This design comes from an exercise in tuning for small area, a short achievable clock period and few clock cycles per item on the open sky130 flow, not from production work.
RTL that was checked went through simulation tests only; none was proved equivalent to the original.
Power and IR drop assume default switching activity.

Setup of the reference run:
==> module mproc, before the edit <==
module mproc (input wire clk, reset, input wire [15:0] ins, output wire [15:0] addr,
  output wire halted, wb_en, output wire [2:0] wb_addr, output wire [15:0] wb_data);
  reg [15:0] rf [0:7];
  reg [15:0] pc;
  reg        x_v;       
  reg        x_h;       
  reg        x_sub;     
  reg        x_log;     
  reg        x_or;      
  reg [2:0]  x_d;
  reg [15:0] x_a, x_b;  
  reg        x_fa, x_fb;  
  reg        x_ka, x_kb;  
  reg        x_ia, x_ib;  
  reg        rf_reset;    
  wire       is_alu = ins[15:11] == 5'd0;
  wire [2:0] f_a = ins[2:0];
  wire [2:0] f_b = ins[5:3];
  always @(posedge clk) begin
    if (reset) begin
      pc  <= 16'd0;
      x_v <= 1'b0;
      x_h <= 1'b0;
    end else if (!x_h) begin
      pc  <= pc + 16'd1;
      x_v <= is_alu;
      x_h <= !is_alu;
    end
    x_sub <= ins[10:9] == 2'b01;
    x_log <= ins[10];
    x_or  <= ins[9];
    x_d   <= ins[8:6];
    x_a   <= rf[f_a];
    x_b   <= rf[f_b];
    x_fa  <= x_v & (f_a == x_d);
    x_fb  <= x_v & (f_b == x_d);
    x_ka  <= !rf_reset & !(x_v & (f_a == x_d));
    x_kb  <= !rf_reset & !(x_v & (f_b == x_d));
    x_ia  <= rf_reset & (f_a == 3'd0);
    x_ib  <= rf_reset & (f_b == 3'd0);
    rf_reset <= reset;
  end
  reg  [15:0] wb_data_r;
  wire [15:0] va = ({16{x_fa}} & wb_data_r) | ({16{x_ka}} & x_a) | {16{x_ia}};
  wire [15:0] vb = (({16{x_fb}} & wb_data_r) | ({16{x_kb}} & x_b) | {16{x_ib}}) ^ {16{x_sub}};
  wire [15:0] sum, g, p;
  alu_add16 add (va, vb, x_sub, sum, g, p);
  wire [15:0] res = x_log ? (x_or ? (g | p) : g) : sum;
  wire [15:0] wd0 = res | {16{rf_reset}};
  wire [15:0] wdx = res & ~{16{rf_reset}};
  integer i;
  always @(posedge clk) begin
    if (rf_reset | (x_v & x_d == 3'd0)) rf[0] <= wd0;
    for (i = 1; i < 8; i = i + 1)
      if (rf_reset | (x_v & x_d == i)) rf[i] <= wdx;
  end
  reg        wb_en_r, halted_r;
  reg [2:0]  wb_addr_r;
  always @(posedge clk) begin
    wb_en_r   <= x_v & !reset;
    halted_r  <= x_h & !reset;
    wb_addr_r <= x_d;
    wb_data_r <= res;
  end
  assign addr    = pc;
  assign halted  = halted_r;
  assign wb_en   = wb_en_r;
  assign wb_addr = wb_addr_r;
  assign wb_data = wb_data_r;
endmodule
Settings: LEC_CHECK=0, ABC_AREA=1, CAP_MARGIN=20, CORE_MARGIN=2, CORE_UTILIZATION=40, SLEW_MARGIN=20; clock period 12.0 ns.
standard.sh (not shown) runs the stock make flow with config.mk's settings and CLKGATE_MAP_FILE= SYNTH_SCRIPT=/design/flow/synth_recipe.tcl, a recipe that flattens the netlist after the stock synthesis.
==> flow/flow/run.sh <==
#!/bin/bash
# The standard layout, with timing repair aiming past the design's period:
# repair_timing works until the setup slack is at least SETUP_SLACK_MARGIN.
set -euo pipefail
bash standard.sh SETUP_SLACK_MARGIN=9.0 finish > standard_flow.log 2>&1
Setup changes, the reference run to the trial run
-- flow/design.v --
<<< the reference run, line 51
  reg        x_or;      
  reg [2:0]  x_d;
  reg [15:0] x_a, x_b;  
  reg        x_fa, x_fb;  
  reg        x_ka, x_kb;  
  reg        x_ia, x_ib;  
  reg        rf_reset;    
  wire       is_alu = ins[15:11] == 5'd0;
  wire [2:0] f_a = ins[2:0];
  wire [2:0] f_b = ins[5:3];
  always @(posedge clk) begin
    if (reset) begin
>>> the trial run, line 51
  reg        x_or;      
  reg [2:0]  x_d;
  reg [7:0]  x_sa, x_sb;  
  reg        rf_reset;  
  wire       is_alu = ins[15:11] == 5'd0;
  integer i;
  always @(posedge clk) begin
    if (reset) begin
<<< the reference run, line 73
    x_or  <= ins[9];
    x_d   <= ins[8:6];
    x_a   <= rf[f_a];
    x_b   <= rf[f_b];
    x_fa  <= x_v & (f_a == x_d);
    x_fb  <= x_v & (f_b == x_d);
    x_ka  <= !rf_reset & !(x_v & (f_a == x_d));
    x_kb  <= !rf_reset & !(x_v & (f_b == x_d));
    x_ia  <= rf_reset & (f_a == 3'd0);
    x_ib  <= rf_reset & (f_b == 3'd0);
    rf_reset <= reset;
  end
  reg  [15:0] wb_data_r;
  wire [15:0] va = ({16{x_fa}} & wb_data_r) | ({16{x_ka}} & x_a) | {16{x_ia}};
  wire [15:0] vb = (({16{x_fb}} & wb_data_r) | ({16{x_kb}} & x_b) | {16{x_ib}}) ^ {16{x_sub}};
  wire [15:0] sum, g, p;
  alu_add16 add (va, vb, x_sub, sum, g, p);
>>> the trial run, line 69
    x_or  <= ins[9];
    x_d   <= ins[8:6];
    for (i = 0; i < 8; i = i + 1) begin
      x_sa[i] <= ins[2:0] == i;
      x_sb[i] <= ins[5:3] == i;
    end
    rf_reset <= reset;
  end
  reg [15:0] va, vb0;
  always @(*) begin
    va  = 16'd0;
    vb0 = 16'd0;
    for (i = 0; i < 8; i = i + 1) begin
      va  = va  | ({16{x_sa[i]}} & rf[i]);
      vb0 = vb0 | ({16{x_sb[i]}} & rf[i]);
    end
  end
  wire [15:0] vb = vb0 ^ {16{x_sub}};
  wire [15:0] sum, g, p;
  alu_add16 add (va, vb, x_sub, sum, g, p);
<<< the reference run, line 91
  wire [15:0] wd0 = res | {16{rf_reset}};
  wire [15:0] wdx = res & ~{16{rf_reset}};
  integer i;
  always @(posedge clk) begin
    if (rf_reset | (x_v & x_d == 3'd0)) rf[0] <= wd0;
>>> the trial run, line 90
  wire [15:0] wd0 = res | {16{rf_reset}};
  wire [15:0] wdx = res & ~{16{rf_reset}};
  always @(posedge clk) begin
    if (rf_reset | (x_v & x_d == 3'd0)) rf[0] <= wd0;
<<< the reference run, line 99
  reg        wb_en_r, halted_r;
  reg [2:0]  wb_addr_r;
  always @(posedge clk) begin
    wb_en_r   <= x_v & !reset;
>>> the trial run, line 97
  reg        wb_en_r, halted_r;
  reg [2:0]  wb_addr_r;
  reg [15:0] wb_data_r;
  always @(posedge clk) begin
    wb_en_r   <= x_v & !reset;
Notes after the runs:
Total power in the trial run is about 4% lower than in the reference run
The reference run reports its destination of the critical timing path as wb_data[15] while the trial run reports addr[10].
In the trial run relative to the reference run, sequential cell count had gone down by more than 10%.
The trial run ended with more final core utilization than the reference run.
Per the comparison of the trial run with the reference run, non-clock inverter count in the final layout shrank by 49%; initial standard-cell utilization of the core grew by 0.18 points.
Going from the reference run to the trial run, the area after detailed placement was found to have gone down by 9.1%.
Delta (the trial run minus the reference run): setup slack up 0.093 ns; flip-flop and latch count after synthesis fell by 10%; count of TritonRoute iterations in the first routing pass climbed 3.
Testbench counts of the trial run, summed over its fixed seeds: cycles 29,394, instrs 28,434.
Function not checked in the reference run: the RTL went through the layout flow alone.

## separate check: timing with driven ports
The flow's constraints put no driver on any port. The routed layouts listed below were extracted and timed again, unchanged, in two steps. Step 1 assumes that a clkbuf_16 drives the clock port and a buf_2 every other input. Step 2 times the ports against the registers' clock, not the clock port: input delays grow and output delays shrink by t, the midpoint of the rising clock arrivals with the driver on. Three values: ideal ports, drivers, drivers and shift; two values: the first two.
| run | t (ns) | slack for setup (ns) | worst hold slack (ns) | worst register clock-pin slew, ns | worst slew at a driven data input, ns |
|---|---|---|---|---|---|
| the reference run | 0.565 | 8.600 / 8.554 / 8.379 | 0.388 / 0.388 / 0.388 | 0.07 / 0.07 | 0.07 |
| the trial run | 0.481 | 8.693 / 8.645 / 8.589 | 0.372 / 0.372 / 0.372 | 0.08 / 0.08 | 0.03 |
After both steps setup and hold are still met in every run listed. The setup slack of the reference run, which loses most, moves by -0.046 ns with the drivers and by -0.221 ns with both steps.
